Background: an optimization exercise with open tools, aiming at small area, a short achievable clock period and few clock cycles per item. Do not read the settings as production practice. At most, simulation tests tie the RTL to the original design; equivalence was not proved. Function not checked in runs 2 and 3: the RTL went through the layout flow alone. Power figures rest on the tool's default switching activity, not on a simulated workload.

`flow/run.sh`:
```
#!/bin/bash
# The standard layout, except that the ports are buffered with buf_1
# cells instead of the delay buffers buffer_ports picks by default, and the
# pin placer keeps the load data pins next to the outputs that pass it on
# (test_regfile_data, test_dmem_data, test_nzp_new_bits). Each make run's
# full output goes to a log file of its own here.
set -euo pipefail
bash standard.sh synth > flow_synth.log 2>&1
bash standard.sh "BUFFER_PORTS_ARGS=-buffer_cell sky130_fd_sc_hd__buf_1" \
  "PLACE_PINS_ARGS=-group_pins {i_cur_dmem_data[0] test_regfile_data[0] test_dmem_data[0] i_cur_dmem_data[1] test_regfile_data[1] test_dmem_data[1] i_cur_dmem_data[2] test_regfile_data[2] test_dmem_data[2] i_cur_dmem_data[3] test_regfile_data[3] test_dmem_data[3] i_cur_dmem_data[4] test_regfile_data[4] test_dmem_data[4] i_cur_dmem_data[5] test_regfile_data[5] test_dmem_data[5] i_cur_dmem_data[6] test_regfile_data[6] test_dmem_data[6] i_cur_dmem_data[7] test_regfile_data[7] test_dmem_data[7] test_nzp_new_bits[0] test_nzp_new_bits[1] test_nzp_new_bits[2] i_cur_dmem_data[8] test_regfile_data[8] test_dmem_data[8] i_cur_dmem_data[9] test_regfile_data[9] test_dmem_data[9] i_cur_dmem_data[10] test_regfile_data[10] test_dmem_data[10] i_cur_dmem_data[11] test_regfile_data[11] test_dmem_data[11] i_cur_dmem_data[12] test_regfile_data[12] test_dmem_data[12] i_cur_dmem_data[13] test_regfile_data[13] test_dmem_data[13] i_cur_dmem_data[14] test_regfile_data[14] test_dmem_data[14] i_cur_dmem_data[15] test_regfile_data[15] test_dmem_data[15]}" finish > flow_finish.log 2>&1
```
`standard.sh`:
```
#!/bin/bash
# synth_recipe.tcl (not shown) runs the flow's synth.tcl, then flattens the netlist and writes it again
# the make line also repeats each setting of config.mk as NAME=value (left out here)
make -C /OpenROAD-flow-scripts/flow DESIGN_CONFIG=/design/flow/config.mk WORK_HOME=/design/flow/orfs CLKGATE_MAP_FILE= SYNTH_SCRIPT=/design/flow/synth_recipe.tcl "${@:-finish}"
```
`config.mk`:
```
export PLATFORM = sky130hd
export DESIGN_NAME = lc4_processor
export DESIGN_NICKNAME = lc4_processor
export VERILOG_FILES = /design/flow/design.v
export SDC_FILE = /design/flow/constraint.sdc
export NUM_CORES = 4
export LEC_CHECK = 0
export CAP_MARGIN = 20
export CORE_MARGIN = 2
export CORE_UTILIZATION = 30
export CTS_CLUSTER_DIAMETER = 150
export CTS_CLUSTER_SIZE = 30
export SLEW_MARGIN = 20
export SYNTH_HIERARCHICAL = 1
```
`constraint.sdc`:
```
create_clock -name core_clock -period 70.0 [get_ports {clk}]
set_input_delay 14.0000 -clock core_clock [delete_from_list [all_inputs] [get_ports {clk}]]
set_output_delay 14.0000 -clock core_clock [all_outputs]
set_load 0.01 [all_outputs]
```
`design.v`:
```
`timescale 1ns / 1ps
`default_nettype none
module lc4_ldout(input  wire [15:0] dmem,
                 input  wire [15:0] res,
                 input  wire [15:0] b,
                 input  wire        is_ldr,
                 input  wire        is_str,
                 output wire [15:0] wdata,
                 output wire [2:0]  nzp,
                 output wire [15:0] dmem_data);
   assign wdata = is_ldr ? dmem : res;
   wire ld_z  = dmem == 16'd0;
   wire res_z = res == 16'd0;
   assign nzp = is_ldr ? {dmem[15], ld_z, ~dmem[15] & ~ld_z}
                       : {res[15], res_z, ~res[15] & ~res_z};
   assign dmem_data = is_ldr ? dmem : is_str ? b : 16'd0;
endmodule
module lc4_resmux(input  wire [7:0]  sel,
                  input  wire [15:0] addres, shr, logres, sx9, hic, pc1, quo, rem,
                  output wire [15:0] res);
   assign res = ({16{sel[0]}} & addres) | ({16{sel[1]}} & shr) | ({16{sel[2]}} & logres) |
                ({16{sel[3]}} & sx9)    | ({16{sel[4]}} & hic) | ({16{sel[5]}} & pc1) |
                ({16{sel[6]}} & quo)    | ({16{sel[7]}} & rem);
endmodule
module lc4_npcmux(input  wire [5:0]  sel,
                  input  wire [15:0] pc1, s, jsr, a, trap,
                  output wire [15:0] npc);
   assign npc = ({16{sel[0]}} & pc1) | ({16{sel[1]}} & s) | ({16{sel[2]}} & jsr) |
                ({16{sel[3]}} & a)   | ({16{sel[4]}} & trap) | ({16{sel[5]}} & 16'h8200);
endmodule
`timescale 1ns / 1ps
`default_nettype none
module lc4_pg(input  wire [15:0] opa,
              input  wire [15:0] opb,
              input  wire        neg,
              output wire [15:0] ap,       
              output wire [15:0] ag);      
   wire [15:0] ob = opb ^ {16{neg}};
   assign ap = opa ^ ob;
   assign ag = opa & ob;
endmodule
module lc4_carry(input  wire [15:0] ap,
                 input  wire [15:0] ag,
                 input  wire        cin,
                 output wire [16:0] cy);
   assign cy[0] = cin;
   genvar gj;
   generate
      for (gj = 0; gj < 16; gj = gj + 1) begin : g_c
         if (gj % 2 == 1) begin : g_la
            assign cy[gj+1] = ag[gj] | (ap[gj] & ag[gj-1]) | (ap[gj] & ap[gj-1] & cy[gj-1]);
         end else begin : g_r
            assign cy[gj+1] = ag[gj] | (ap[gj] & cy[gj]);
         end
      end
   endgenerate
endmodule
module lc4_sumlog(input  wire [15:0] ap,
                  input  wire [15:0] ag,
                  input  wire [16:0] cy,
                  input  wire        is_cmp,
                  input  wire        cmpu,      
                  input  wire        a15,       
                  input  wire        b15,
                  input  wire [2:0]  lsel,
                  output wire [15:0] s,
                  output wire [15:0] addres,    
                  output wire [15:0] logres);
   assign s = ap ^ cy[15:0];
   wire lt = cmpu ? ~cy[16] : ((a15 ^ b15) ? a15 : s[15]);
   assign addres = is_cmp ? {lt, s[14:1], s[0] | s[15]} : s;
   assign logres = ({16{lsel[0]}} & ag) | ({16{lsel[1]}} & (ap | ag)) | ({16{lsel[2]}} & ap);
endmodule
`timescale 1ns / 1ps
`default_nettype none
module lc4_div_steps #(parameter R = 4)
   (input  wire [15:0]  rem_in,
    input  wire [R-1:0] din,
    input  wire [15:0]  divisor,
    output wire [15:0]  rem_out,
    output wire [R-1:0] q);
   wire [15:0] r [0:R];
   assign r[0] = rem_in;
   genvar i, j;
   generate
      for (i = 0; i < R; i = i + 1) begin : g_st
         wire [16:0] x = {r[i], din[R-1-i]};
         wire [16:0] bw;                         
         assign bw[0] = 1'b0;
         for (j = 0; j < 16; j = j + 1) begin : g_b
            assign bw[j+1] = (~x[j] & divisor[j]) | (~x[j] & bw[j]) | (divisor[j] & bw[j]);
         end
         wire [15:0] d = x[15:0] ^ divisor ^ bw[15:0];
         wire ok = x[16] | ~bw[16];
         assign q[R-1-i] = ok;
         assign r[i+1] = ok ? d : x[15:0];
      end
   endgenerate
   assign rem_out = r[R];
endmodule
module lc4_lt16(input  wire [15:0] x,
                input  wire [15:0] y,
                output wire        lt);
   wire [16:0] c;
   assign c[0] = 1'b0;
   genvar j;
   generate
      for (j = 0; j < 16; j = j + 1) begin : g_c
         assign c[j+1] = (~x[j] & y[j]) | (~x[j] & c[j]) | (y[j] & c[j]);
      end
   endgenerate
   assign lt = c[16];
endmodule
`timescale 1ns / 1ps
`default_nettype none
module lc4_mul16(input  wire [15:0] an,    
                 input  wire [15:0] bn,    
                 output wire [15:0] ra,
                 output wire [15:0] rb);
   wire [15:0] pp [0:15];
   genvar gi;
   generate
      for (gi = 0; gi < 16; gi = gi + 1) begin : g_pp
         assign pp[gi] = ~(an | {16{bn[gi]}});
      end
   endgenerate
   wire w1 = pp[0][13] ^ pp[1][12];
   wire w2 = pp[0][13] & pp[1][12];
   wire w3 = pp[0][14] ^ pp[1][13] ^ pp[2][12];
   wire w4 = (pp[0][14] & pp[1][13]) | (pp[0][14] & pp[2][12]) | (pp[1][13] & pp[2][12]);
   wire w5 = pp[3][11] ^ pp[4][10];
   wire w6 = pp[3][11] & pp[4][10];
   wire w7 = pp[0][15] ^ pp[1][14] ^ pp[2][13];
   wire w9 = pp[3][12] ^ pp[4][11] ^ pp[5][10];
   wire w11 = pp[6][9] ^ pp[7][8];
   wire w13 = pp[0][9] ^ pp[1][8];
   wire w14 = pp[0][9] & pp[1][8];
   wire w15 = pp[0][10] ^ pp[1][9] ^ pp[2][8];
   wire w16 = (pp[0][10] & pp[1][9]) | (pp[0][10] & pp[2][8]) | (pp[1][9] & pp[2][8]);
   wire w17 = pp[3][7] ^ pp[4][6];
   wire w18 = pp[3][7] & pp[4][6];
   wire w19 = pp[0][11] ^ pp[1][10] ^ pp[2][9];
   wire w20 = (pp[0][11] & pp[1][10]) | (pp[0][11] & pp[2][9]) | (pp[1][10] & pp[2][9]);
   wire w21 = pp[3][8] ^ pp[4][7] ^ pp[5][6];
   wire w22 = (pp[3][8] & pp[4][7]) | (pp[3][8] & pp[5][6]) | (pp[4][7] & pp[5][6]);
   wire w23 = pp[6][5] ^ pp[7][4];
   wire w24 = pp[6][5] & pp[7][4];
   wire w25 = pp[0][12] ^ pp[1][11] ^ pp[2][10];
   wire w26 = (pp[0][12] & pp[1][11]) | (pp[0][12] & pp[2][10]) | (pp[1][11] & pp[2][10]);
   wire w27 = pp[3][9] ^ pp[4][8] ^ pp[5][7];
   wire w28 = (pp[3][9] & pp[4][8]) | (pp[3][9] & pp[5][7]) | (pp[4][8] & pp[5][7]);
   wire w29 = pp[6][6] ^ pp[7][5] ^ pp[8][4];
   wire w30 = (pp[6][6] & pp[7][5]) | (pp[6][6] & pp[8][4]) | (pp[7][5] & pp[8][4]);
   wire w31 = pp[9][3] ^ pp[10][2];
   wire w32 = pp[9][3] & pp[10][2];
   wire w33 = pp[2][11] ^ pp[3][10] ^ pp[4][9];
   wire w34 = (pp[2][11] & pp[3][10]) | (pp[2][11] & pp[4][9]) | (pp[3][10] & pp[4][9]);
   wire w35 = pp[5][8] ^ pp[6][7] ^ pp[7][6];
   wire w36 = (pp[5][8] & pp[6][7]) | (pp[5][8] & pp[7][6]) | (pp[6][7] & pp[7][6]);
   wire w37 = pp[8][5] ^ pp[9][4] ^ pp[10][3];
   wire w38 = (pp[8][5] & pp[9][4]) | (pp[8][5] & pp[10][3]) | (pp[9][4] & pp[10][3]);
   wire w39 = pp[11][2] ^ pp[12][1] ^ pp[13][0];
   wire w40 = (pp[11][2] & pp[12][1]) | (pp[11][2] & pp[13][0]) | (pp[12][1] & pp[13][0]);
   wire w41 = pp[5][9] ^ pp[6][8] ^ pp[7][7];
   wire w42 = (pp[5][9] & pp[6][8]) | (pp[5][9] & pp[7][7]) | (pp[6][8] & pp[7][7]);
   wire w43 = pp[8][6] ^ pp[9][5] ^ pp[10][4];
   wire w44 = (pp[8][6] & pp[9][5]) | (pp[8][6] & pp[10][4]) | (pp[9][5] & pp[10][4]);
   wire w45 = pp[11][3] ^ pp[12][2] ^ pp[13][1];
   wire w46 = (pp[11][3] & pp[12][2]) | (pp[11][3] & pp[13][1]) | (pp[12][2] & pp[13][1]);
   wire w47 = pp[14][0] ^ w3 ^ w5;
   wire w48 = (pp[14][0] & w3) | (pp[14][0] & w5) | (w3 & w5);
   wire w49 = pp[8][7] ^ pp[9][6] ^ pp[10][5];
   wire w51 = pp[11][4] ^ pp[12][3] ^ pp[13][2];
   wire w53 = pp[14][1] ^ pp[15][0] ^ w7;
   wire w55 = w9 ^ w11 ^ w4;
   wire w57 = pp[0][6] ^ pp[1][5];
   wire w58 = pp[0][6] & pp[1][5];
   wire w59 = pp[0][7] ^ pp[1][6] ^ pp[2][5];
   wire w60 = (pp[0][7] & pp[1][6]) | (pp[0][7] & pp[2][5]) | (pp[1][6] & pp[2][5]);
   wire w61 = pp[3][4] ^ pp[4][3];
   wire w62 = pp[3][4] & pp[4][3];
   wire w63 = pp[0][8] ^ pp[1][7] ^ pp[2][6];
   wire w64 = (pp[0][8] & pp[1][7]) | (pp[0][8] & pp[2][6]) | (pp[1][7] & pp[2][6]);
   wire w65 = pp[3][5] ^ pp[4][4] ^ pp[5][3];
   wire w66 = (pp[3][5] & pp[4][4]) | (pp[3][5] & pp[5][3]) | (pp[4][4] & pp[5][3]);
   wire w67 = pp[6][2] ^ pp[7][1];
   wire w68 = pp[6][2] & pp[7][1];
   wire w69 = pp[2][7] ^ pp[3][6] ^ pp[4][5];
   wire w70 = (pp[2][7] & pp[3][6]) | (pp[2][7] & pp[4][5]) | (pp[3][6] & pp[4][5]);
   wire w71 = pp[5][4] ^ pp[6][3] ^ pp[7][2];
   wire w72 = (pp[5][4] & pp[6][3]) | (pp[5][4] & pp[7][2]) | (pp[6][3] & pp[7][2]);
   wire w73 = pp[8][1] ^ pp[9][0] ^ w13;
   wire w74 = (pp[8][1] & pp[9][0]) | (pp[8][1] & w13) | (pp[9][0] & w13);
   wire w75 = pp[5][5] ^ pp[6][4] ^ pp[7][3];
   wire w76 = (pp[5][5] & pp[6][4]) | (pp[5][5] & pp[7][3]) | (pp[6][4] & pp[7][3]);
   wire w77 = pp[8][2] ^ pp[9][1] ^ pp[10][0];
   wire w78 = (pp[8][2] & pp[9][1]) | (pp[8][2] & pp[10][0]) | (pp[9][1] & pp[10][0]);
   wire w79 = w15 ^ w17 ^ w14;
   wire w80 = (w15 & w17) | (w15 & w14) | (w17 & w14);
   wire w81 = pp[8][3] ^ pp[9][2] ^ pp[10][1];
   wire w82 = (pp[8][3] & pp[9][2]) | (pp[8][3] & pp[10][1]) | (pp[9][2] & pp[10][1]);
   wire w83 = pp[11][0] ^ w19 ^ w21;
   wire w84 = (pp[11][0] & w19) | (pp[11][0] & w21) | (w19 & w21);
   wire w85 = w23 ^ w16 ^ w18;
   wire w86 = (w23 & w16) | (w23 & w18) | (w16 & w18);
   wire w87 = pp[11][1] ^ pp[12][0] ^ w25;
   wire w88 = (pp[11][1] & pp[12][0]) | (pp[11][1] & w25) | (pp[12][0] & w25);
   wire w89 = w27 ^ w29 ^ w31;
   wire w90 = (w27 & w29) | (w27 & w31) | (w29 & w31);
   wire w91 = w20 ^ w22 ^ w24;
   wire w92 = (w20 & w22) | (w20 & w24) | (w22 & w24);
   wire w93 = w1 ^ w33 ^ w35;
   wire w94 = (w1 & w33) | (w1 & w35) | (w33 & w35);
   wire w95 = w37 ^ w39 ^ w26;
   wire w96 = (w37 & w39) | (w37 & w26) | (w39 & w26);
   wire w97 = w28 ^ w30 ^ w32;
   wire w98 = (w28 & w30) | (w28 & w32) | (w30 & w32);
   wire w99 = w2 ^ w41 ^ w43;
   wire w100 = (w2 & w41) | (w2 & w43) | (w41 & w43);
   wire w101 = w45 ^ w47 ^ w34;
   wire w102 = (w45 & w47) | (w45 & w34) | (w47 & w34);
   wire w103 = w36 ^ w38 ^ w40;
   wire w104 = (w36 & w38) | (w36 & w40) | (w38 & w40);
   wire w105 = w6 ^ w49 ^ w51;
   wire w107 = w53 ^ w55 ^ w42;
   wire w109 = w44 ^ w46 ^ w48;
   wire w111 = pp[0][4] ^ pp[1][3];
   wire w112 = pp[0][4] & pp[1][3];
   wire w113 = pp[0][5] ^ pp[1][4] ^ pp[2][3];
   wire w114 = (pp[0][5] & pp[1][4]) | (pp[0][5] & pp[2][3]) | (pp[1][4] & pp[2][3]);
   wire w115 = pp[3][2] ^ pp[4][1];
   wire w116 = pp[3][2] & pp[4][1];
   wire w117 = pp[2][4] ^ pp[3][3] ^ pp[4][2];
   wire w118 = (pp[2][4] & pp[3][3]) | (pp[2][4] & pp[4][2]) | (pp[3][3] & pp[4][2]);
   wire w119 = pp[5][1] ^ pp[6][0] ^ w57;
   wire w120 = (pp[5][1] & pp[6][0]) | (pp[5][1] & w57) | (pp[6][0] & w57);
   wire w121 = pp[5][2] ^ pp[6][1] ^ pp[7][0];
   wire w122 = (pp[5][2] & pp[6][1]) | (pp[5][2] & pp[7][0]) | (pp[6][1] & pp[7][0]);
   wire w123 = w59 ^ w61 ^ w58;
   wire w124 = (w59 & w61) | (w59 & w58) | (w61 & w58);
   wire w125 = pp[8][0] ^ w63 ^ w65;
   wire w126 = (pp[8][0] & w63) | (pp[8][0] & w65) | (w63 & w65);
   wire w127 = w67 ^ w60 ^ w62;
   wire w128 = (w67 & w60) | (w67 & w62) | (w60 & w62);
   wire w129 = w69 ^ w71 ^ w73;
   wire w130 = (w69 & w71) | (w69 & w73) | (w71 & w73);
   wire w131 = w64 ^ w66 ^ w68;
   wire w132 = (w64 & w66) | (w64 & w68) | (w66 & w68);
   wire w133 = w75 ^ w77 ^ w79;
   wire w134 = (w75 & w77) | (w75 & w79) | (w77 & w79);
   wire w135 = w70 ^ w72 ^ w74;
   wire w136 = (w70 & w72) | (w70 & w74) | (w72 & w74);
   wire w137 = w81 ^ w83 ^ w85;
   wire w138 = (w81 & w83) | (w81 & w85) | (w83 & w85);
   wire w139 = w76 ^ w78 ^ w80;
   wire w140 = (w76 & w78) | (w76 & w80) | (w78 & w80);
   wire w141 = w87 ^ w89 ^ w91;
   wire w142 = (w87 & w89) | (w87 & w91) | (w89 & w91);
   wire w143 = w82 ^ w84 ^ w86;
   wire w144 = (w82 & w84) | (w82 & w86) | (w84 & w86);
   wire w145 = w93 ^ w95 ^ w97;
   wire w146 = (w93 & w95) | (w93 & w97) | (w95 & w97);
   wire w147 = w88 ^ w90 ^ w92;
   wire w148 = (w88 & w90) | (w88 & w92) | (w90 & w92);
   wire w149 = w99 ^ w101 ^ w103;
   wire w150 = (w99 & w101) | (w99 & w103) | (w101 & w103);
   wire w151 = w94 ^ w96 ^ w98;
   wire w152 = (w94 & w96) | (w94 & w98) | (w96 & w98);
   wire w153 = w105 ^ w107 ^ w109;
   wire w155 = w100 ^ w102 ^ w104;
   wire w157 = pp[0][3] ^ pp[1][2];
   wire w158 = pp[0][3] & pp[1][2];
   wire w159 = pp[2][2] ^ pp[3][1] ^ pp[4][0];
   wire w160 = (pp[2][2] & pp[3][1]) | (pp[2][2] & pp[4][0]) | (pp[3][1] & pp[4][0]);
   wire w161 = pp[5][0] ^ w113 ^ w115;
   wire w162 = (pp[5][0] & w113) | (pp[5][0] & w115) | (w113 & w115);
   wire w163 = w117 ^ w119 ^ w114;
   wire w164 = (w117 & w119) | (w117 & w114) | (w119 & w114);
   wire w165 = w121 ^ w123 ^ w118;
   wire w166 = (w121 & w123) | (w121 & w118) | (w123 & w118);
   wire w167 = w125 ^ w127 ^ w122;
   wire w168 = (w125 & w127) | (w125 & w122) | (w127 & w122);
   wire w169 = w129 ^ w131 ^ w126;
   wire w170 = (w129 & w131) | (w129 & w126) | (w131 & w126);
   wire w171 = w133 ^ w135 ^ w130;
   wire w172 = (w133 & w135) | (w133 & w130) | (w135 & w130);
   wire w173 = w137 ^ w139 ^ w134;
   wire w174 = (w137 & w139) | (w137 & w134) | (w139 & w134);
   wire w175 = w141 ^ w143 ^ w138;
   wire w176 = (w141 & w143) | (w141 & w138) | (w143 & w138);
   wire w177 = w145 ^ w147 ^ w142;
   wire w178 = (w145 & w147) | (w145 & w142) | (w147 & w142);
   wire w179 = w149 ^ w151 ^ w146;
   wire w180 = (w149 & w151) | (w149 & w146) | (w151 & w146);
   wire w181 = w153 ^ w155 ^ w150;
   wire w183 = pp[0][2] ^ pp[1][1];
   wire w184 = pp[0][2] & pp[1][1];
   wire w185 = pp[2][1] ^ pp[3][0] ^ w157;
   wire w186 = (pp[2][1] & pp[3][0]) | (pp[2][1] & w157) | (pp[3][0] & w157);
   wire w187 = w111 ^ w159 ^ w158;
   wire w188 = (w111 & w159) | (w111 & w158) | (w159 & w158);
   wire w189 = w112 ^ w161 ^ w160;
   wire w190 = (w112 & w161) | (w112 & w160) | (w161 & w160);
   wire w191 = w116 ^ w163 ^ w162;
   wire w192 = (w116 & w163) | (w116 & w162) | (w163 & w162);
   wire w193 = w120 ^ w165 ^ w164;
   wire w194 = (w120 & w165) | (w120 & w164) | (w165 & w164);
   wire w195 = w124 ^ w167 ^ w166;
   wire w196 = (w124 & w167) | (w124 & w166) | (w167 & w166);
   wire w197 = w128 ^ w169 ^ w168;
   wire w198 = (w128 & w169) | (w128 & w168) | (w169 & w168);
   wire w199 = w132 ^ w171 ^ w170;
   wire w200 = (w132 & w171) | (w132 & w170) | (w171 & w170);
   wire w201 = w136 ^ w173 ^ w172;
   wire w202 = (w136 & w173) | (w136 & w172) | (w173 & w172);
   wire w203 = w140 ^ w175 ^ w174;
   wire w204 = (w140 & w175) | (w140 & w174) | (w175 & w174);
   wire w205 = w144 ^ w177 ^ w176;
   wire w206 = (w144 & w177) | (w144 & w176) | (w177 & w176);
   wire w207 = w148 ^ w179 ^ w178;
   wire w208 = (w148 & w179) | (w148 & w178) | (w179 & w178);
   wire w209 = w152 ^ w181 ^ w180;
   assign ra = {w209, w207, w205, w203, w201, w199, w197, w195, w193, w191, w189, w187, w185, pp[2][0], pp[0][1], pp[0][0]};
   assign rb = {w208, w206, w204, w202, w200, w198, w196, w194, w192, w190, w188, w186, w184, w183, pp[1][0], 1'b0};
endmodule
`timescale 1ns / 1ps
`default_nettype none
module lc4_rd8(input  wire [127:0] rf,
               input  wire [7:0]   oh,
               output wire [15:0]  d);
   assign d = ({16{oh[0]}} & rf[15:0])   | ({16{oh[1]}} & rf[31:16]) |
              ({16{oh[2]}} & rf[47:32])  | ({16{oh[3]}} & rf[63:48]) |
              ({16{oh[4]}} & rf[79:64])  | ({16{oh[5]}} & rf[95:80]) |
              ({16{oh[6]}} & rf[111:96]) | ({16{oh[7]}} & rf[127:112]);
endmodule
module lc4_dec8(input  wire [2:0] sel,
                output wire [7:0] oh);
   assign oh = 8'd1 << sel;
endmodule
`timescale 1ns / 1ps
`default_nettype none
module lc4_opamux(input  wire [3:0]  sel,
                  input  wire [15:0] a,
                  input  wire [15:0] pc,
                  input  wire [15:0] ra,
                  input  wire [15:0] x0,
                  output wire [15:0] opa);
   assign opa = ({16{sel[0]}} & a) | ({16{sel[1]}} & pc) | ({16{sel[2]}} & ra) |
                ({16{sel[3]}} & x0);
endmodule
module lc4_opbmux(input  wire [7:0]  sel,
                  input  wire [15:0] b,
                  input  wire [15:0] rb,
                  input  wire [10:0] imm,      
                  output wire [15:0] opb);
   wire [15:0] sx5  = {{11{imm[4]}}, imm[4:0]};
   wire [15:0] sx6  = {{10{imm[5]}}, imm[5:0]};
   wire [15:0] sx7  = {{9{imm[6]}}, imm[6:0]};
   wire [15:0] zx7  = {9'd0, imm[6:0]};
   wire [15:0] sx9  = {{7{imm[8]}}, imm[8:0]};
   wire [15:0] sx11 = {{5{imm[10]}}, imm[10:0]};
   assign opb = ({16{sel[0]}} & b)   | ({16{sel[1]}} & sx5) | ({16{sel[2]}} & sx6) |
                ({16{sel[3]}} & sx7) | ({16{sel[4]}} & zx7) | ({16{sel[5]}} & sx9) |
                ({16{sel[6]}} & sx11) | ({16{sel[7]}} & rb);
endmodule
`timescale 1ns / 1ps
`default_nettype none
module lc4_processor
   (input  wire        clk,
    input  wire        rst,
    input  wire        gwe,
    output wire [15:0] o_cur_pc,
    input  wire [15:0] i_cur_insn,
    output wire [15:0] o_dmem_addr,
    input  wire [15:0] i_cur_dmem_data,
    output wire        o_dmem_we,
    output wire [15:0] o_dmem_towrite,
    output wire [1:0]  test_stall,
    output wire [15:0] test_cur_pc,
    output wire [15:0] test_cur_insn,
    output wire        test_regfile_we,
    output wire [2:0]  test_regfile_wsel,
    output wire [15:0] test_regfile_data,
    output wire        test_nzp_we,
    output wire [2:0]  test_nzp_new_bits,
    output wire        test_dmem_we,
    output wire [15:0] test_dmem_addr,
    output wire [15:0] test_dmem_data,
    input  wire [7:0]  switch_data,
    output wire [7:0]  led_data);
   assign led_data = switch_data;
   reg [15:0]  pc;       
   reg [15:0]  ir;
   reg         valid;    
   reg [4:0]   dcnt;     
   reg [15:0]  remr;     
   reg [14:0]  qr;       
   reg [2:0]   nzp;
   reg [127:0] rf;       
   wire [3:0] op = ir[15:12];
   wire is_br    = op == 4'h0;
   wire is_arith = op == 4'h1;
   wire is_cmp   = op == 4'h2;
   wire is_jsr   = op == 4'h4;
   wire is_logic = op == 4'h5;
   wire is_ldr   = op == 4'h6;
   wire is_str   = op == 4'h7;
   wire is_rti   = op == 4'h8;
   wire is_const = op == 4'h9;
   wire is_shift = op == 4'ha;
   wire is_jmp   = op == 4'hc;
   wire is_hic   = op == 4'hd;
   wire is_trap  = op == 4'hf;
   wire is_mul  = is_arith & ir[5:3] == 3'b001;
   wire is_div  = is_arith & ir[5:3] == 3'b011;
   wire is_mod  = is_shift & ir[5:4] == 2'b11;
   wire is_long = is_div | is_mod;
   wire rf_we_d  = is_arith | is_jsr | is_logic | is_ldr | is_const |
                   is_shift | is_hic | is_trap;
   wire nzp_we_d = rf_we_d | is_cmp;
   wire link     = is_jsr | is_trap;
   wire [2:0] wsel = link ? 3'd7 : ir[11:9];
   wire [2:0] ra = (is_cmp | is_hic) ? ir[11:9] :
                   is_rti ? 3'd7 : ir[8:6];
   wire [2:0] rb = is_str ? ir[11:9] : ir[2:0];
   wire [15:0] a, b;
   wire [7:0] oha, ohb;
   lc4_dec8 dca(.sel(ra), .oh(oha));
   lc4_dec8 dcb(.sel(rb), .oh(ohb));
   lc4_rd8 rda(.rf(rf), .oh(oha), .d(a));
   lc4_rd8 rdb(.rf(rf), .oh(ohb), .d(b));
   wire shr = is_shift & (ir[5] ^ ir[4]);        
   wire [15:0] a_rev, m_rev;
   wire [15:0] onehot = 16'd1 << ir[3:0];
   wire [15:0] ma = shr ? a_rev : a;
   wire [15:0] mb = is_shift ? onehot : b;
   wire [15:0] mra, mrb;
   lc4_mul16 mu(.an(~ma), .bn(~mb), .ra(mra), .rb(mrb));
   wire [15:0] fill;
   genvar gj;
   generate
      for (gj = 0; gj < 16; gj = gj + 1) begin : g_rev
         assign a_rev[gj] = a[15-gj];
         assign m_rev[gj] = s[15-gj];
         assign fill[gj] = ~ir[5] & a[15] & (ir[3:0] > 15 - gj);
      end
   endgenerate
   wire c0    = dcnt == 5'd0;
   wire dlast = dcnt[4];                  
   wire [3:0] bidx = 4'd0 - dcnt[3:0];    
   wire din   = a[bidx];
   wire [15:0] rem_in = (dcnt[4:1] == 4'd0) ? 16'd0 : remr;    
   wire [15:0] x0 = {rem_in[14:0], din};
   wire dstep = is_long & ~c0;            
   wire [15:0] opa, opb, s, addres, logres;
   wire        neg, cin;
   wire use_pc = is_br | is_jmp;
   wire use_mul = is_mul | (is_shift & ~(ir[5] & ir[4]));        
   wire is_not = is_logic & ~ir[5] & ir[4:3] == 2'b01;
   wire [7:0] osel;
   assign osel[0] = (is_arith & ~ir[5] & ~is_mul) | (is_cmp & ~ir[8]) | (is_logic & ~ir[5] & ~is_not) |
                    is_mod;
   assign osel[1] = (is_arith | is_logic) & ir[5];                
   assign osel[2] = is_ldr | is_str;
   assign osel[3] = is_cmp & ir[8:7] == 2'b10;                    
   assign osel[4] = is_cmp & ir[8:7] == 2'b11;                    
   assign osel[5] = is_br;
   assign osel[6] = is_jmp;
   assign osel[7] = use_mul;                                      
   assign neg = (is_arith & ~ir[5] & ir[4]) | is_cmp | is_not | is_mod;    
   assign cin = neg | use_pc;
   lc4_opamux oa(.sel({dstep, use_mul, use_pc, ~use_pc & ~use_mul & ~dstep}), .a(a), .pc(pc),
                 .ra(mra), .x0(x0), .opa(opa));
   lc4_opbmux os(.sel(osel), .b(b), .rb(mrb), .imm(ir[10:0]), .opb(opb));
   wire [15:0] ap, ag;
   wire [16:0] cy;
   wire [2:0]  lsel = {~ir[5] & ir[3], ~ir[5] & ir[4] & ~ir[3], ir[5] | ~ir[4] & ~ir[3]};
   lc4_pg     pg(.opa(opa), .opb(opb), .neg(neg), .ap(ap), .ag(ag));
   lc4_carry  ca(.ap(ap), .ag(ag), .cin(cin), .cy(cy));
   lc4_sumlog sl(.ap(ap), .ag(ag), .cy(cy), .is_cmp(is_cmp), .cmpu(ir[7]), .a15(opa[15]),
                 .b15(opb[15]), .lsel(lsel), .s(s), .addres(addres), .logres(logres));
   wire [15:0] sx9  = {{7{ir[8]}}, ir[8:0]};
   wire [15:0] pc1 = pc + 16'd1;
   wire ok0 = rem_in[15] | cy[16];
   wire [15:0] rem_1 = ok0 ? s : opa;
   wire bnz = b != 16'd0;
   wire lt2;
   lc4_lt16 lt(.x({1'b0, a[15:1]}), .y(b), .lt(lt2));
   wire early = c0 & (~bnz | lt2);
   wire busy  = is_long & ~dlast & ~early;    
   wire [15:0] res;
   wire [7:0]  rsel;
   assign rsel[0] = (is_arith & ~is_div) | is_cmp |               
                    (is_shift & ir[5:4] == 2'b00);                
   assign rsel[1] = shr;                                           
   assign rsel[2] = is_logic;
   assign rsel[3] = is_const;
   assign rsel[4] = is_hic;
   assign rsel[5] = link;                                          
   assign rsel[6] = is_div & bnz;
   assign rsel[7] = is_mod & bnz;
   lc4_resmux rm(.sel(rsel), .addres(addres), .shr(m_rev | fill),
                 .logres(logres), .sx9(sx9), .hic({ir[7:0], a[7:0]}), .pc1(pc1),
                 .quo({qr & {15{~c0}}, ok0}), .rem(rem_1), .res(res));
   wire [15:0] wdata, dmem_data;
   wire [2:0]  nzp_new;
   lc4_ldout ld(.dmem(i_cur_dmem_data), .res(res), .b(b), .is_ldr(is_ldr), .is_str(is_str),
                .wdata(wdata), .nzp(nzp_new), .dmem_data(dmem_data));
   wire taken = is_br & |(ir[11:9] & nzp);
   wire [15:0] npc;
   wire [5:0]  nsel;
   assign nsel[1] = valid & (taken | (is_jmp & ir[11]));             
   assign nsel[2] = valid & is_jsr & ir[11];                         
   assign nsel[3] = valid & ((is_jsr | is_jmp) & ~ir[11] | is_rti);  
   assign nsel[4] = valid & is_trap;
   assign nsel[0] = valid & ~(nsel[1] | nsel[2] | nsel[3] | nsel[4]);  
   assign nsel[5] = ~valid;                                          
   lc4_npcmux nm(.sel(nsel), .pc1(pc1), .s(s), .jsr({pc[15], ir[10:0], 4'd0}), .a(a),
                 .trap({8'h80, ir[7:0]}), .npc(npc));
   assign o_cur_pc = npc;
   wire adv = ~(valid & busy);       
   wire rf_we = valid & rf_we_d & ~busy;
   wire [15:0] rf_wd = wdata;
   always @(posedge clk) begin
      if (gwe) begin
         if (rst) begin
            valid <= 1'b0;
            dcnt  <= 5'd0;
            nzp   <= 3'b000;
         end else begin
            if (adv) begin
               pc    <= npc;
               ir    <= i_cur_insn;
               valid <= 1'b1;
            end
            if (valid & is_long) begin
               dcnt <= busy ? dcnt + 5'd1 : 5'd0;
               if (busy) begin
                  remr <= rem_1;
                  qr   <= {qr[13:0], ok0};
               end
            end
            if (valid & nzp_we_d & ~busy) nzp <= nzp_new;
         end
      end
   end
   wire [15:0] rf_in = rst ? 16'd0 : rf_wd;
   genvar gi;
   generate
      for (gi = 0; gi < 8; gi = gi + 1) begin : g_rf
         always @(posedge clk)
            if (gwe & (rst | (rf_we & wsel == gi)))
               rf[gi*16 +: 16] <= rf_in;
      end
   endgenerate
   assign o_dmem_addr    = s;
   assign o_dmem_we      = valid & is_str;
   assign o_dmem_towrite = b;
   assign test_stall        = {1'b0, ~valid | busy};
   assign test_cur_pc       = pc;
   assign test_cur_insn     = ir;
   assign test_regfile_we   = rf_we_d;
   assign test_regfile_wsel = wsel;
   assign test_regfile_data = wdata;
   assign test_nzp_we       = nzp_we_d;
   assign test_nzp_new_bits = nzp_new;
   assign test_dmem_we      = is_str;
   assign test_dmem_addr    = (is_ldr | is_str) ? s : 16'd0;
   assign test_dmem_data    = dmem_data;
endmodule
```
==> impl_metrics.env, run 1 <==
export IMPL_status="no timing/DRC/antenna violations"
export IMPL_drt_initial_drc_count=2069
export IMPL_netlist_area_leader_share_pct=34.3
export IMPL_path_cells="buf_1, nor4_2, nand4_1, a32o_2, buf_1"
export IMPL_min_from="qr[1]$_DFFE_PP_"
export IMPL_nets=1926
export IMPL_path_clk_slew_ps=80
export IMPL_max_slew_margin_pct=20.4
export IMPL_finalClockSkew_ps=12.3
export IMPL_yosysMostFrequentCell="a22oi_1"
export IMPL_required_ps=56000
export IMPL_die_w_um=245
export IMPL_drc_errors=0
export IMPL_htreeDepth=4
export IMPL_syn_to_final_growth_pct=8.49
export IMPL_synthSimpleGateAreaFrac_pct=15.0
export IMPL_ctsResizeCount=0
export IMPL_grt_pass1_vias=14700
export IMPL_worstPathMaxFanout=3
export IMPL_vias=15100
export IMPL_initial_core_util_pct=30.3
export IMPL_min_to="qr[2]$_DFFE_PP_"
export IMPL_maxCapViolCount=0
export IMPL_critical_path_class="primary input to primary output"
export IMPL_max_slew_worst_pin_slew_ps=1190
export IMPL_synth_distinct_cells=91
export IMPL_grt_max_degree=37
export IMPL_cts_root_buf="clkbuf_16"
export IMPL_synth_adder_area_share_pct=11.7
export IMPL_r2r_slack_ps=57180
export IMPL_grt_antenna_before_repair=1
export IMPL_power_density_mw_per_mm2=26.4
export IMPL_numClockSinks=200
export IMPL_grt_pass1_wl_um=98000
export IMPL_synthTopCellsByArea="edfxtp_1 (34%), a22oi_1 (9.8%), fa_1 (8.9%)"
export IMPL_timing_rr_start="ir[14]$_DFFE_PP_"
export IMPL_grt_overflow_total=0
export IMPL_drt_wl_total_um=67300
export IMPL_holdPathStages=0
export IMPL_seq_area_frac_synth_pct=34.3
export IMPL_critPathCaptureType="primary output"
export IMPL_leakagePower_nw=7.00
export IMPL_viasPerCell=5.91
export IMPL_netlist_area_mm2=0.0175
export IMPL_postRouteAntennaNets=0
export IMPL_ir_worst_vdd_uv=20.7
export IMPL_critPathSlowestCell="nor4_2"
export IMPL_setup_tns_ps=0
export IMPL_critical_path_arrival_ps=15010
export IMPL_wl_per_cell_um=26.4
export IMPL_cts_setup_buffers=0
export IMPL_yosysWarningCount=8
export IMPL_worst_path_largest_cell_delay_ps=310
export IMPL_gp_congestion=0.953
export IMPL_startpoint_type="primary input"
export IMPL_setup_viol=0
export IMPL_period_share_pct=41.4
export IMPL_fin_ws_ps=40990
export IMPL_grt_usage_pct=22.0
export IMPL_cts_tree="done"
export IMPL_async_flop_share_pct=0
export IMPL_synthMuxAreaShare_pct=3.96
export IMPL_slew_viol_final=0
export IMPL_hpwl_um=48200
export IMPL_finalCriticalPeriod_ps=29010
export IMPL_seqCellArea_mm2=0.00601
export IMPL_synth_avg_cell_area_um2=10.4
export IMPL_drt_pass1_iterations=7
export IMPL_clk_path_buf_depth=2
export IMPL_drive_above_1_share_pct=15.4
export IMPL_ys_flop_type="edfxtp_1"
export IMPL_numCtsBuffers=17
export IMPL_synth_edff_count=200
export IMPL_finalHoldViolations=0
export IMPL_fillers=5876
export IMPL_fp_dieH_um=245
export IMPL_rsz0062_at_grt="no"
export IMPL_antenna_cells=0
export IMPL_multiInputGateArea_mm2=0.00984
export IMPL_clock_latency_ps=470
export IMPL_hp_class="flop to flop"
export IMPL_core_area_mm2=0.0577
export IMPL_synth_top_cell_by_area="edfxtp_1"
export IMPL_ios=191
export IMPL_synth_common_cells="a22oi_1 (228), edfxtp_1 (200), nor2_1 (114)"
export IMPL_place_ws_ps=41000
export IMPL_fmax_mhz=34.5
export IMPL_ys_ff_latch=200
export IMPL_cpMostUsedCell="buf_1"
export IMPL_port_buffers=173
export IMPL_netlist_instances=1677
export IMPL_ctsHoldBuffers=0
export IMPL_die_area_mm2=0.0602
export IMPL_synth_top_family_by_area="compound AO/OA/AOI/OAI gates"
export IMPL_fp_row_count=88
export IMPL_synth_compound_area_share_pct=20.2
export IMPL_r2r_end="nzp[1]$_SDFFCE_PP0P_"
export IMPL_synth_xor_area_share_pct=3.99
export IMPL_reg2regPathDepth=33
==> metrics by stage <==
stage	std cells	cell area, um^2	util (%)	hold slack [ps]	power (W)
floorplan	1690	17500	-	418	0.000346
CTS	2547	19000	32.8	450	0.000500
global route	2548	19000	32.9	465	0.000525
global placement	2515	18400	31.9	424	0.000398
detailed placement	2515	18400	31.9	431	0.000401
finish	2548	19000	32.9	453	0.000501
==> cell families after synthesis <==
kind of cell | count (synthesis)
AOI/OAI and AO/OA | 446
xor gates and xnor gates | 78
adders and majority gates | 118
buffers and inverters | 294
DFF | 200
muxes | 56
other | 3
and+or+nand+nor | 482
==> worst max-delay path, delay by kind of cell <==
family                 cells  cell delay [ps]
AOI/OAI and AO/OA          1              290
buffers and inverters      2              260
and+or+nand+nor            2              450
==> final cells by class <==
cell class              count  area share (%)
well taps                 765            5.04
clock buffers              17            2.24
clock inverters            15           0.785
flip-flops and latches    200            31.7
inverters                 114            2.26
multi-input cells        1196            51.9
repair buffers            241            6.13
==> placed cells by master, fill, tap and decap left out, types with 7 or more instances in the layout <==
cell         n
a221o_1      8
xnor2_1     35
clkbuf_16   17
mux2_2      27
mux2_4       7
and2_1      18
o22ai_1      9
nand2_1     64
inv_1      112
o21ai_0     22
nor4_1      10
a21o_1       9
a22oi_2     23
fa_1        78
conb_1      16
xor2_1      42
a22oi_1    228
nand4_1     53
o21bai_1     8
edfxtp_1   200
buf_1      173
ha_1        35
mux2i_1     16
a222oi_1    20
o31ai_2      9
nor2_1     112
a22o_1      32
a21oi_1     32
nand3_1     20
or2_2       40
buf_4       67
and3_1      23
nor3_1      26
nand2b_1    20
nor2b_1     42
==> how the worst max path moves through the flow <==
| stage | from | end | slack, ps | cells past startpoint |
|---|---|---|---|---|
| floorplan | i_cur_dmem_data[8] | test_nzp_new_bits[0] | 41330 | 3 |
| global placement | i_cur_dmem_data[0] | test_nzp_new_bits[0] | 40990 | 5 |
| detailed placement | i_cur_dmem_data[0] | test_nzp_new_bits[0] | 41000 | 5 |
| CTS | i_cur_dmem_data[0] | test_nzp_new_bits[0] | 41000 | 5 |
| global route | i_cur_dmem_data[0] | test_nzp_new_bits[0] | 40930 | 5 |
| finish | i_cur_dmem_data[0] | test_nzp_new_bits[0] | 40990 | 5 |
==> report_power, final <==
part	total, W	leakage, nW	internal, W	switching, W
combinational	0.000255	4.81	0.0000945	0.000161
clock	0.0000989	0.283	0.0000477	0.0000511
sequential	0.000146	1.91	0.000141	0.00000500
==> sequential cells by signal, indices dropped and copies added, names as in the netlist <==
signal	count
dcnt	5
ir	16
nzp	3
pc	16
qr	15
remr	16
rf	128
valid	1
==> routing by layer <==
| metal | up-vias | GRT usage (%) | routed length [um] |
|---|---|---|---|
| li1 | 6378 | - | - |
| met1 | 7537 | 28.3 | 26300 |
| met2 | 926 | 33.0 | 29100 |
| met3 | 212 | 4.17 | 6400 |
| met4 | 2 | 15.8 | 5430 |
| met5 | - | 0 | 13 |
==> Yosys stat by module, one instance, submodules excluded <==
module	copies in the design	area, um^2	cells
lc4_pg	1	372	34
lc4_ldout	1	495	54
lc4_resmux	1	779	96
lc4_opamux	1	464	56
lc4_dec8	2	65.1	8
lc4_carry	1	314	42
lc4_sumlog	1	482	59
lc4_rd8	2	779	96
lc4_processor	1	8780	614
lc4_lt16	1	305	45
lc4_npcmux	1	395	57
lc4_opbmux	1	278	42
lc4_mul16	1	3130	370
Testbench counts, summed over its fixed seeds: cycles 164,976, insns 160,000.
==> run 2, diff against run 1 <==
--- a/design.v
+++ b/design.v
@@ -9,12 +9,27 @@
                  output wire [2:0]  nzp,
                  output wire [15:0] dmem_data);
    assign wdata = is_ldr ? dmem : res;
-   wire ld_z  = dmem == 16'd0;
-   wire res_z = res == 16'd0;
-   assign nzp = is_ldr ? {dmem[15], ld_z, ~dmem[15] & ~ld_z}
-                       : {res[15], res_z, ~res[15] & ~res_z};
+   wire ld_nz, res_nz;
+   lc4_or16 zl(.d(dmem), .nz(ld_nz));
+   lc4_or16 zr(.d(res), .nz(res_nz));
+   lc4_nzpsel ns(.ldr(is_ldr), .d15(dmem[15]), .ldnz(ld_nz), .r15(res[15]), .rnz(res_nz),
+                 .nzp(nzp));
    assign dmem_data = is_ldr ? dmem : is_str ? b : 16'd0;
 endmodule
+module lc4_or16(input  wire [15:0] d,
+                output wire        nz);
+   assign nz = |d;
+endmodule
+module lc4_nzpsel(input  wire       ldr,
+                  input  wire       d15,
+                  input  wire       ldnz,
+                  input  wire       r15,
+                  input  wire       rnz,
+                  output wire [2:0] nzp);
+   assign nzp[2] = ldr ? d15 : r15;
+   assign nzp[1] = ~(ldr ? ldnz : rnz);
+   assign nzp[0] = ldr ? (~d15 & ldnz) : (~r15 & rnz);
+endmodule
 module lc4_resmux(input  wire [7:0]  sel,
                   input  wire [15:0] addres, shr, logres, sx9, hic, pc1, quo, rem,
                   output wire [15:0] res);
--- a/config.mk
+++ b/config.mk
@@ -8,7 +8,5 @@
 export CAP_MARGIN = 20
 export CORE_MARGIN = 2
 export CORE_UTILIZATION = 30
-export CTS_CLUSTER_DIAMETER = 150
-export CTS_CLUSTER_SIZE = 30
 export SLEW_MARGIN = 20
 export SYNTH_HIERARCHICAL = 1
==> impl_metrics.env, run 2 <==
export IMPL_status="no timing/DRC/antenna violations"
export IMPL_numCtsBuffers=17
export IMPL_seq_area_frac_synth_pct=34.3
export IMPL_power_frac_comb_pct=50.4
export IMPL_cts_tree="done"
export IMPL_final_common_cell="a22oi_1"
export IMPL_setup_tns_ps=0
export IMPL_ys_flop_type="edfxtp_1"
export IMPL_holdWs_ps=445
export IMPL_max_slew_worst_pin_slew_ps=1160
export IMPL_critical_path_arrival_ps=15050
export IMPL_worstPathMaxFanout=3
export IMPL_viasPerCell=5.92
export IMPL_fp_row_count=88
export IMPL_synth_top_cell_by_area="edfxtp_1"
export IMPL_fp_dieH_um=245
export IMPL_die_w_um=245
export IMPL_finalClockSkew_ps=12.2
export IMPL_maxCapViolCount=0
export IMPL_grt_usage_pct=22.1
export IMPL_ys_ff_latch=200
export IMPL_ir_worst_vdd_uv=20.9
export IMPL_hpwl_um=48000
export IMPL_ctsResizeCount=0
export IMPL_drt_wl_total_um=68000
export IMPL_initial_core_util_pct=30.3
export IMPL_drive_above_1_share_pct=14.8
export IMPL_async_flop_share_pct=0
export IMPL_max_slew_margin_pct=22.4
export IMPL_regMostFlops="rf"
export IMPL_port_buffers=173
export IMPL_final_area_mm2=0.0189
export IMPL_worst_path_largest_cell_delay_ps=380
export IMPL_power_total_w=0.000504
export IMPL_holdPathStages=0
export IMPL_numClockSinks=200
export IMPL_leakagePower_nw=6.98
export IMPL_grt_pass1_wl_um=98500
export IMPL_grt_max_degree=38
export IMPL_ctsHoldBuffers=0
export IMPL_die_area_mm2=0.0603
export IMPL_hp_class="flop to flop"
export IMPL_path_clk_slew_ps=80
export IMPL_fillers=5957
export IMPL_startpoint_type="primary input"
export IMPL_critical_path_class="primary input to primary output"
export IMPL_core_area_mm2=0.0577
export IMPL_mostFrequentLayoutCells="a22oi_1 (228), edfxtp_1 (200), buf_1 (173), nor2_1 (112), inv_1 (111)"
export IMPL_rsz0062_at_grt="no"
export IMPL_synthTopCellsByArea="edfxtp_1 (34%), a22oi_1 (9.8%), fa_1 (8.9%)"
export IMPL_slew_viol_final=0
export IMPL_critPathSlowestCell="nor4_1"
export IMPL_drt_initial_drc_count=2250
export IMPL_setup_viol=0
export IMPL_power_switching_w=0.000218
export IMPL_grt_overflow_total=0
export IMPL_vias=15100
export IMPL_reg2regPathDepth=33
export IMPL_cp_depth=5
export IMPL_p_seq_share_pct=29.0
export IMPL_dpl_cell_area_mm2=0.0183
export IMPL_netlist_instances=1677
export IMPL_ios=191
export IMPL_path_delay_family="simple AND/OR/NAND/NOR gates"
export IMPL_syn_to_final_growth_pct=8.30
export IMPL_cts_root_buf="clkbuf_16"
export IMPL_crit_buf_inv=2
export IMPL_drt_pass1_iterations=9
export IMPL_seqCellArea_mm2=0.00601
export IMPL_power_density_mw_per_mm2=26.6
export IMPL_cpMostUsedCell="buf_1"
export IMPL_nets=1919
export IMPL_fmax_mhz=34.4
export IMPL_path_cells="buf_1, nor4_1, nand4_1, mux2i_1, buf_1"
export IMPL_antenna_cells=0
export IMPL_synth_edff_count=200
export IMPL_drc_errors=0
export IMPL_synth_common_cells="a22oi_1 (228), edfxtp_1 (200), nor2_1 (114)"
export IMPL_power_internal_w=0.000286
export IMPL_period_share_pct=41.5
export IMPL_cts_setup_buffers=0
export IMPL_critPathCaptureType="primary output"
export IMPL_swShare_pct=43.2
export IMPL_finalCriticalPeriod_ps=29050
export IMPL_power_frac_clock_pct=20.6
export IMPL_wl_per_cell_um=26.8
export IMPL_yosysMostFrequentCell="a22oi_1"
export IMPL_netlist_area_mm2=0.0175
export IMPL_synth_avg_cell_area_um2=10.4
export IMPL_htreeDepth=4
export IMPL_multiInputGateArea_mm2=0.00985
export IMPL_finalHoldViolations=0
export IMPL_clk_path_buf_depth=2
export IMPL_clock_latency_ps=480
export IMPL_largest_reg_flops=128
export IMPL_finish_utilization_pct=32.8
export IMPL_grt_antenna_before_repair=1
export IMPL_gp_congestion=0.926
export IMPL_required_ps=56000
export IMPL_postRouteAntennaNets=0
export IMPL_yosysWarningCount=8
export IMPL_synth_distinct_cells=90
export IMPL_netlist_area_leader_share_pct=34.3
export IMPL_grt_pass1_vias=14700
-- run 2: cell count changes in the layout (fill, tap and decap cells not counted), sizes merged --
cell      change
nand2         +1
clkinv        +2
clkinvlp      +1
o2bb2ai       +1
inv           -5
bufinv        +1
buf           -8
a32o          -1
mux2          +1
-- run 2: logic make-up (layout without fill, tap and decap cells) --
| family | after synthesis | count (layout) | synth area share (%) |
|---|---|---|---|
| AO/OA/AOI/OAI | 446 | 446 | 20.2 |
| XOR/XNOR | 78 | 78 | 3.98 |
| adder cells (fa/ha/maj) | 118 | 118 | 11.7 |
| buffers and inverters | 292 | 378 | 10.7 |
| flip-flops | 200 | 200 | 34.3 |
| multiplexers | 57 | 57 | 4.04 |
| other | 3 | 16 | 0.0644 |
| AND/OR/NAND/NOR | 483 | 483 | 14.9 |
-- run 2: layout make-up --
class                   count  area share (%)
multi-input cells        1198            52.0
repair buffers            233            5.81
inverters                 113            2.25
well taps                 765            5.05
clock inverters            15           0.958
clock buffers              17            2.25
flip-flops and latches    200            31.7
-- run 2: modules after synthesis (local to each module, per instance), a selection --
| module | flops+latches | cells inside |
|---|---|---|
| lc4_resmux | 0 | 96 |
| lc4_rd8 | 0 | 96 |
| lc4_opamux | 0 | 56 |
| lc4_npcmux | 0 | 57 |
| lc4_carry | 0 | 42 |
| lc4_nzpsel | 0 | 5 |
-- run 2: power by group through the flow --
| stage | logic [W] | registers, W | clock network (W) |
|---|---|---|---|
| final | 0.000254 | 0.000146 | 0.000104 |
| after global routing | 0.000274 | 0.000147 | 0.000109 |
| after CTS | 0.000252 | 0.000146 | 0.000105 |
| after detailed placement | 0.000251 | 0.000149 | 0 |
| after global placement | 0.000249 | 0.000149 | 0 |
| after floorplan | 0.000198 | 0.000148 | 0 |
-- run 2: worst paths after layout --
path                            slack, ps               start              endpoint
worst min-delay path                  450     qr[1]$_DFFE_PP_       qr[2]$_DFFE_PP_
worst max register to register      57060    ir[14]$_DFFE_PP_  nzp[1]$_SDFFCE_PP0P_
worst min register to register        450     qr[1]$_DFFE_PP_       qr[2]$_DFFE_PP_
worst max-delay path                40950  i_cur_dmem_data[1]  test_nzp_new_bits[1]
-- run 2: routing by layer --
metal  GRT usage [%]  up-vias  part of all wire [%]  routed length, um
met4            13.8        2                   6.5               4410
met3            4.59      178                   9.7               6620
met1            28.2     7522                    39              26500
met5               0        -                 0.019                 13
met2            34.3      987                    45              30500
li1                -     6362                     -                  -
-- run 2: through the flow --
stage / instances / worst slack, ps
final: 2541 / 40950
after global routing: 2541 / 40840
after CTS: 2540 / 40990
after detailed placement: 2508 / 41000
after global placement: 2508 / 40990
after floorplan: 1690 / 41350
==> run 3, diff against run 2 <==
--- a/config.mk
+++ b/config.mk
@@ -7,6 +7,6 @@
 export LEC_CHECK = 0
 export CAP_MARGIN = 20
 export CORE_MARGIN = 2
-export CORE_UTILIZATION = 30
+export CORE_UTILIZATION = 50
 export SLEW_MARGIN = 20
 export SYNTH_HIERARCHICAL = 1
==> impl_metrics.env, run 3 <==
export IMPL_netlist_area_leader_share_pct=34.3
export IMPL_core_area_mm2=0.0345
export IMPL_synth_distinct_cells=90
export IMPL_synth_xor_area_share_pct=3.98
export IMPL_finalClockSkew_ps=25.6
export IMPL_vias=14900
export IMPL_drt_initial_drc_count=2388
export IMPL_async_flop_share_pct=0
export IMPL_synth_avg_cell_area_um2=10.4
export IMPL_period_share_pct=41.5
export IMPL_cpMostUsedCell="buf_1"
export IMPL_drt_pass1_iterations=10
export IMPL_place_ws_ps=40990
export IMPL_ctsHoldBuffers=0
export IMPL_cp_depth=5
export IMPL_cts_setup_buffers=0
export IMPL_synth_adder_area_share_pct=11.7
export IMPL_critPathSlowestCell="nor4_1"
export IMPL_postRouteAntennaNets=0
export IMPL_worstPathMaxFanout=5
export IMPL_path_clk_slew_ps=80
export IMPL_status="no timing/DRC/antenna violations"
export IMPL_r2r_slack_ps=57040
export IMPL_wl_per_cell_um=29.3
export IMPL_worst_path_largest_cell_delay_ps=330
export IMPL_regMostFlops="rf"
export IMPL_path_delay_family="simple AND/OR/NAND/NOR gates"
export IMPL_ios=191
export IMPL_cts_tree="done"
export IMPL_final_common_cell="a22oi_1"
export IMPL_largest_reg_flops=128
export IMPL_grt_usage_pct=35.8
export IMPL_fp_dieH_um=191
export IMPL_synth_top_cell_by_area="edfxtp_1"
export IMPL_finalHoldViolations=0
export IMPL_crit_buf_inv=2
export IMPL_setup_tns_ps=0
export IMPL_clock_latency_ps=480
export IMPL_synthTopCellsByArea="edfxtp_1 (34%), a22oi_1 (9.8%), fa_1 (8.9%)"
export IMPL_ir_worst_vdd_uv=22.2
export IMPL_cp_startpoint="i_cur_dmem_data[15]"
export IMPL_max_slew_margin_pct=22.6
export IMPL_synthMuxAreaShare_pct=4.04
export IMPL_endpoint="test_nzp_new_bits[1]"
export IMPL_holdWs_ps=465
export IMPL_die_w_um=191
export IMPL_netlist_area_mm2=0.0175
export IMPL_mostFrequentLayoutCells="a22oi_1 (228), edfxtp_1 (200), buf_1 (173), inv_1 (111), nor2_1 (110)"
export IMPL_grt_overflow_total=0
export IMPL_fin_ws_ps=40970
export IMPL_hp_class="flop to flop"
export IMPL_required_ps=56000
export IMPL_setup_viol=0
export IMPL_grt_pass1_wl_um=94500
export IMPL_grt_max_degree=38
export IMPL_yosysWarningCount=8
export IMPL_die_area_mm2=0.0365
export IMPL_fmax_mhz=34.4
export IMPL_leakagePower_nw=7.02
export IMPL_drive_above_1_share_pct=14.9
export IMPL_htreeDepth=4
export IMPL_cts_root_buf="clkbuf_16"
export IMPL_viasPerCell=6.68
export IMPL_critical_path_arrival_ps=15030
export IMPL_ys_ff_latch=200
export IMPL_finish_utilization_pct=54.3
export IMPL_finalCriticalPeriod_ps=29030
export IMPL_drt_wl_total_um=65500
export IMPL_critical_path_class="primary input to primary output"
export IMPL_syn_to_final_growth_pct=6.95
export IMPL_synth_edff_count=200
export IMPL_clk_path_buf_depth=2
export IMPL_seq_area_frac_synth_pct=34.3
export IMPL_synth_top_family_by_area="compound AO/OA/AOI/OAI gates"
export IMPL_gp_congestion=0.955
export IMPL_drc_errors=0
export IMPL_synth_common_cells="a22oi_1 (228), edfxtp_1 (200), nor2_1 (114)"
export IMPL_fillers=3123
export IMPL_grt_pass1_vias=14100
export IMPL_synth_compound_area_share_pct=20.2
export IMPL_min_from="qr[1]$_DFFE_PP_"
export IMPL_reg2regPathDepth=33
export IMPL_ctsResizeCount=0
export IMPL_initial_core_util_pct=50.8
export IMPL_slew_viol_final=0
export IMPL_hpwl_um=47100
export IMPL_rsz0062_at_grt="no"
export IMPL_grt_antenna_before_repair=1
export IMPL_ys_flop_type="edfxtp_1"
export IMPL_critPathCaptureType="primary output"
export IMPL_yosysMostFrequentCell="a22oi_1"
export IMPL_nets=1921
export IMPL_startpoint_type="primary input"
export IMPL_timing_rr_start="ir[14]$_DFFE_PP_"
export IMPL_synthSimpleGateAreaFrac_pct=14.9
export IMPL_fp_row_count=68
export IMPL_power_density_mw_per_mm2=27.9
export IMPL_numCtsBuffers=17
export IMPL_path_cells="buf_1, nor4_1, nand4_1, mux2i_1, buf_1"
export IMPL_numClockSinks=200
export IMPL_maxCapViolCount=0
export IMPL_netlist_instances=1677
export IMPL_r2r_end="nzp[1]$_SDFFCE_PP0P_"
export IMPL_port_buffers=173
export IMPL_max_slew_worst_pin_slew_ps=1160
[run 3: per-stage QoR]
stage | cells | area (um^2) | total power [W]
global route | 2233 | 18700 | 0.000544
floorplan | 1690 | 17500 | 0.000346
detailed placement | 2198 | 18000 | 0.000411
global placement | 2196 | 18000 | 0.000409
CTS | 2230 | 18600 | 0.000518
finish | 2235 | 18700 | 0.000521
[run 3: area by class of cell]
| type | instances | area, um^2 | share of cell area, % |
|---|---|---|---|
| Antenna cell | 2 | 5.00 | 0.0268 |
| Clock buffer | 17 | 425 | 2.27 |
| Clock inverter | 15 | 209 | 1.12 |
| Inverter | 113 | 425 | 2.27 |
| Multi-Input combinational cell | 1198 | 9920 | 53.0 |
| Sequential cell | 200 | 6010 | 32.1 |
| Tap cell | 455 | 569 | 3.04 |
| Timing Repair Buffer | 235 | 1150 | 6.15 |
[run 3: where the power goes]
part | internal (W) | switching [W]
logic | 0.0000961 | 0.000171
registers | 0.000141 | 0.00000512
clock network | 0.0000500 | 0.0000574
total | 0.000288 | 0.000234
[run 3: how the worst min path moves through the flow]
stage	slack, ps	end	depth (start not counted)
2_1_floorplan	420	qr[10]$_DFFE_PP_	0
3_3_place_gp	430	qr[4]$_DFFE_PP_	0
3_5_place_dp	440	qr[7]$_DFFE_PP_	0
4_1_cts	470	qr[2]$_DFFE_PP_	0
5_1_grt	480	qr[8]$_DFFE_PP_	0
6_report	470	qr[2]$_DFFE_PP_	0
[run 3: Yosys stat by module (local to each module, per instance), a selection]
module	copies in the design	area, um^2
lc4_mul16	1	3130
lc4_pg	1	372
lc4_lt16	1	305
lc4_dec8	2	65.1
lc4_processor	1	8780
lc4_sumlog	1	482
lc4_carry	1	314
lc4_opbmux	1	278
lc4_resmux	1	779
lc4_nzpsel	1	41.3
lc4_or16	2	31.3
lc4_opamux	1	464
lc4_ldout	1	395
lc4_npcmux	1	395
[run 3: worst register-to-register path, delay by kind of cell, from the launching register on]
family | cells | cell delay [ps]
AND/OR/NAND/NOR | 11 | 4060
buffers and inverters | 1 | 50
adder cells (fa/ha/maj) | 6 | 2870
flip-flops | 1 | 880
AO/OA/AOI/OAI | 7 | 2520
multiplexers | 3 | 1100
XOR/XNOR | 5 | 1280
[run 3: cells by family after synthesis]
family / count (synthesis)
compound gates: 446
buf+inv: 292
other cells: 3
mux: 57
flops: 200
xor+xnor: 78
fa+ha+maj: 118
simple gates: 483
[run 3: metal layers]
metal	vias up	track usage (%)	wire, um
met5	-	0	0
met4	0	15.9	2830
met3	182	9.75	8130
met2	1062	54.5	29400
met1	7329	47.7	25100
li1	6365	-	-
==> run 4, diff against run 3 <==
--- a/design.v
+++ b/design.v
@@ -88,31 +88,6 @@
 endmodule
 `timescale 1ns / 1ps
 `default_nettype none
-module lc4_div_steps #(parameter R = 4)
-   (input  wire [15:0]  rem_in,
-    input  wire [R-1:0] din,
-    input  wire [15:0]  divisor,
-    output wire [15:0]  rem_out,
-    output wire [R-1:0] q);
-   wire [15:0] r [0:R];
-   assign r[0] = rem_in;
-   genvar i, j;
-   generate
-      for (i = 0; i < R; i = i + 1) begin : g_st
-         wire [16:0] x = {r[i], din[R-1-i]};
-         wire [16:0] bw;                         
-         assign bw[0] = 1'b0;
-         for (j = 0; j < 16; j = j + 1) begin : g_b
-            assign bw[j+1] = (~x[j] & divisor[j]) | (~x[j] & bw[j]) | (divisor[j] & bw[j]);
-         end
-         wire [15:0] d = x[15:0] ^ divisor ^ bw[15:0];
-         wire ok = x[16] | ~bw[16];
-         assign q[R-1-i] = ok;
-         assign r[i+1] = ok ? d : x[15:0];
-      end
-   endgenerate
-   assign rem_out = r[R];
-endmodule
 module lc4_lt16(input  wire [15:0] x,
                 input  wire [15:0] y,
                 output wire        lt);
@@ -444,6 +419,8 @@
    lc4_dec8 dcb(.sel(rb), .oh(ohb));
    lc4_rd8 rda(.rf(rf), .oh(oha), .d(a));
    lc4_rd8 rdb(.rf(rf), .oh(ohb), .d(b));
+   wire [15:0] opa, opb, s, addres, logres;
+   wire        neg, cin;
    wire shr = is_shift & (ir[5] ^ ir[4]);        
    wire [15:0] a_rev, m_rev;
    wire [15:0] onehot = 16'd1 << ir[3:0];
@@ -467,8 +444,6 @@
    wire [15:0] rem_in = (dcnt[4:1] == 4'd0) ? 16'd0 : remr;    
    wire [15:0] x0 = {rem_in[14:0], din};
    wire dstep = is_long & ~c0;            
-   wire [15:0] opa, opb, s, addres, logres;
-   wire        neg, cin;
    wire use_pc = is_br | is_jmp;
    wire use_mul = is_mul | (is_shift & ~(ir[5] & ir[4]));        
    wire is_not = is_logic & ~ir[5] & ir[4:3] == 2'b01;
--- a/config.mk
+++ b/config.mk
@@ -7,6 +7,7 @@
 export LEC_CHECK = 0
 export CAP_MARGIN = 20
 export CORE_MARGIN = 2
-export CORE_UTILIZATION = 50
+export CORE_UTILIZATION = 30
+export CTS_BUF_LIST = sky130_fd_sc_hd__clkbuf_8 sky130_fd_sc_hd__clkbuf_16
 export SLEW_MARGIN = 20
 export SYNTH_HIERARCHICAL = 1
==> impl_metrics.env, run 4 <==
export IMPL_status="no timing/DRC/antenna violations"
export IMPL_timing_rr_start="ir[14]$_DFFE_PP_"
export IMPL_yosysMostFrequentCell="a22oi_1"
export IMPL_power_total_w=0.000504
export IMPL_clk_path_buf_depth=2
export IMPL_die_w_um=245
export IMPL_mostFrequentLayoutCells="a22oi_1 (228), edfxtp_1 (200), buf_1 (173), nor2_1 (112), inv_1 (111)"
export IMPL_max_slew_worst_pin_slew_ps=1160
export IMPL_startpoint_type="primary input"
export IMPL_ir_worst_vdd_uv=20.9
export IMPL_port_buffers=173
export IMPL_wl_per_cell_um=26.8
export IMPL_gp_congestion=0.926
export IMPL_drive_above_1_share_pct=14.8
export IMPL_synthTopCellsByArea="edfxtp_1 (34%), a22oi_1 (9.8%), fa_1 (8.9%)"
export IMPL_drt_initial_drc_count=2250
export IMPL_fillers=5957
export IMPL_fmax_mhz=34.4
export IMPL_cts_root_buf="clkbuf_16"
export IMPL_fp_dieH_um=245
export IMPL_largest_reg_flops=128
export IMPL_antenna_cells=0
export IMPL_ctsHoldBuffers=0
export IMPL_max_slew_margin_pct=22.4
export IMPL_ctsResizeCount=0
export IMPL_yosysWarningCount=8
export IMPL_worstPathMaxFanout=3
export IMPL_min_to="qr[2]$_DFFE_PP_"
export IMPL_slew_viol_final=0
export IMPL_period_share_pct=41.5
export IMPL_initial_core_util_pct=30.3
export IMPL_required_ps=56000
export IMPL_netlist_area_leader_share_pct=34.3
export IMPL_seq_area_frac_synth_pct=34.3
export IMPL_synth_common_cells="a22oi_1 (228), edfxtp_1 (200), nor2_1 (114)"
export IMPL_numClockSinks=200
export IMPL_finish_utilization_pct=32.8
export IMPL_maxCapViolCount=0
export IMPL_ys_ff_latch=200
export IMPL_final_common_cell="a22oi_1"
export IMPL_async_flop_share_pct=0
export IMPL_setup_viol=0
export IMPL_grt_overflow_total=0
export IMPL_r2r_slack_ps=57060
export IMPL_hp_class="flop to flop"
export IMPL_numCtsBuffers=17
export IMPL_finalClockSkew_ps=12.2
export IMPL_clock_latency_ps=480
export IMPL_power_density_mw_per_mm2=26.6
export IMPL_regMostFlops="rf"
export IMPL_grt_pass1_vias=14700
export IMPL_fp_row_count=88
export IMPL_synth_edff_count=200
export IMPL_nets=1919
export IMPL_ys_flop_type="edfxtp_1"
export IMPL_path_clk_slew_ps=80
export IMPL_viasPerCell=5.92
export IMPL_vias=15100
export IMPL_leakagePower_nw=6.98
export IMPL_netlist_area_mm2=0.0175
export IMPL_syn_to_final_growth_pct=8.30
export IMPL_netlist_instances=1677
export IMPL_hpwl_um=48000
export IMPL_synth_avg_cell_area_um2=10.4
export IMPL_rsz0062_at_grt="no"
export IMPL_critPathCaptureType="primary output"
export IMPL_grt_max_degree=38
export IMPL_postRouteAntennaNets=0
export IMPL_finalHoldViolations=0
export IMPL_cts_tree="done"
export IMPL_synth_distinct_cells=90
run 4: cell counts after synthesis:
Identical to the previous run, type by type.
run 4: logic make-up (layout without fill, tap and decap cells):
family | count (synthesis) | after routing | share of synthesized area, %
multiplexers | 57 | 57 | 4.04
adder cells (fa/ha/maj) | 118 | 118 | 11.7
AND/OR/NAND/NOR | 483 | 483 | 14.9
flip-flops | 200 | 200 | 34.3
AO/OA/AOI/OAI | 446 | 446 | 20.2
buffers and inverters | 292 | 378 | 10.7
other | 3 | 16 | 0.0644
XOR/XNOR | 78 | 78 | 3.98
run 4: worst max path at each step:
stage	start	to	slack [ps]	cells after the start
floorplan	i_cur_dmem_data[4]	test_nzp_new_bits[1]	41350	3
global placement	i_cur_dmem_data[15]	test_nzp_new_bits[1]	40990	5
detailed placement	i_cur_dmem_data[1]	test_nzp_new_bits[1]	41000	5
CTS	i_cur_dmem_data[1]	test_nzp_new_bits[1]	40990	5
global route	i_cur_dmem_data[1]	test_nzp_new_bits[1]	40840	5
finish	i_cur_dmem_data[1]	test_nzp_new_bits[1]	40950	5
run 4: Yosys stat by module, one instance, submodules excluded:
module         cells  area, um^2  times used  flip-flops and latches
lc4_carry         42         314           1                       0
lc4_dec8           8        65.1           2                       0
lc4_ldout         39         395           1                       0
lc4_lt16          45         305           1                       0
lc4_mul16        370        3130           1                       0
lc4_npcmux        57         395           1                       0
lc4_nzpsel         5        41.3           1                       0
lc4_opamux        56         464           1                       0
lc4_opbmux        42         278           1                       0
lc4_or16           5        31.3           2                       0
lc4_pg            34         372           1                       0
lc4_processor    614        8780           1                     200
lc4_rd8           96         779           2                       0
lc4_resmux        96         779           1                       0
lc4_sumlog        59         482           1                       0
run 4: where the power goes:
group	internal [W]	leakage, nW	switching (W)
Sequential	0.000141	1.91	0.00000500
Combinational	0.0000937	4.78	0.000160
Clock	0.0000512	0.291	0.0000526
Total	0.000286	6.98	0.000218
run 4: critical path, stage by stage:
cell,delay [ps]
buf_1,100
nor4_1,380
nand4_1,180
mux2i_1,200
buf_1,190
run 4: final cells by class:
type,count,share of cell area [%]
multi-input combinational,1198,52.0
clock buffer,17,2.25
tap,765,5.05
inverter,113,2.25
clock inverter,15,0.958
timing repair buffer,233,5.81
sequential,200,31.7
run 4: through the flow:
| stage | instances | cell area, um^2 | worst slack, ps |
|---|---|---|---|
| after floorplan | 1690 | 17500 | 41350 |
| after global placement | 2508 | 18300 | 40990 |
| after detailed placement | 2508 | 18300 | 41000 |
| after CTS | 2540 | 18900 | 40990 |
| after global routing | 2541 | 18900 | 40840 |
| final | 2541 | 18900 | 40950 |
run 4: routing by layer:
| metal | track usage (%) | vias up | routed length (um) |
|---|---|---|---|
| li1 | - | 6362 | - |
| met1 | 28.2 | 7522 | 26500 |
| met2 | 34.3 | 987 | 30500 |
| met3 | 4.59 | 178 | 6620 |
| met4 | 13.8 | 2 | 4410 |
| met5 | 0 | - | 13 |
Testbench counts of run 4, summed over its fixed seeds: cycles 164,976, insns 160,000.

Re-timed with assumed drivers on the ports (clkbuf_16 on the clock, buf_2 on other inputs), run 4 has 40.925 ns of setup slack against 40.945 ns with ideal ports, and 40.925 ns once port delays also move by the mid clock arrival of 0.533 ns.
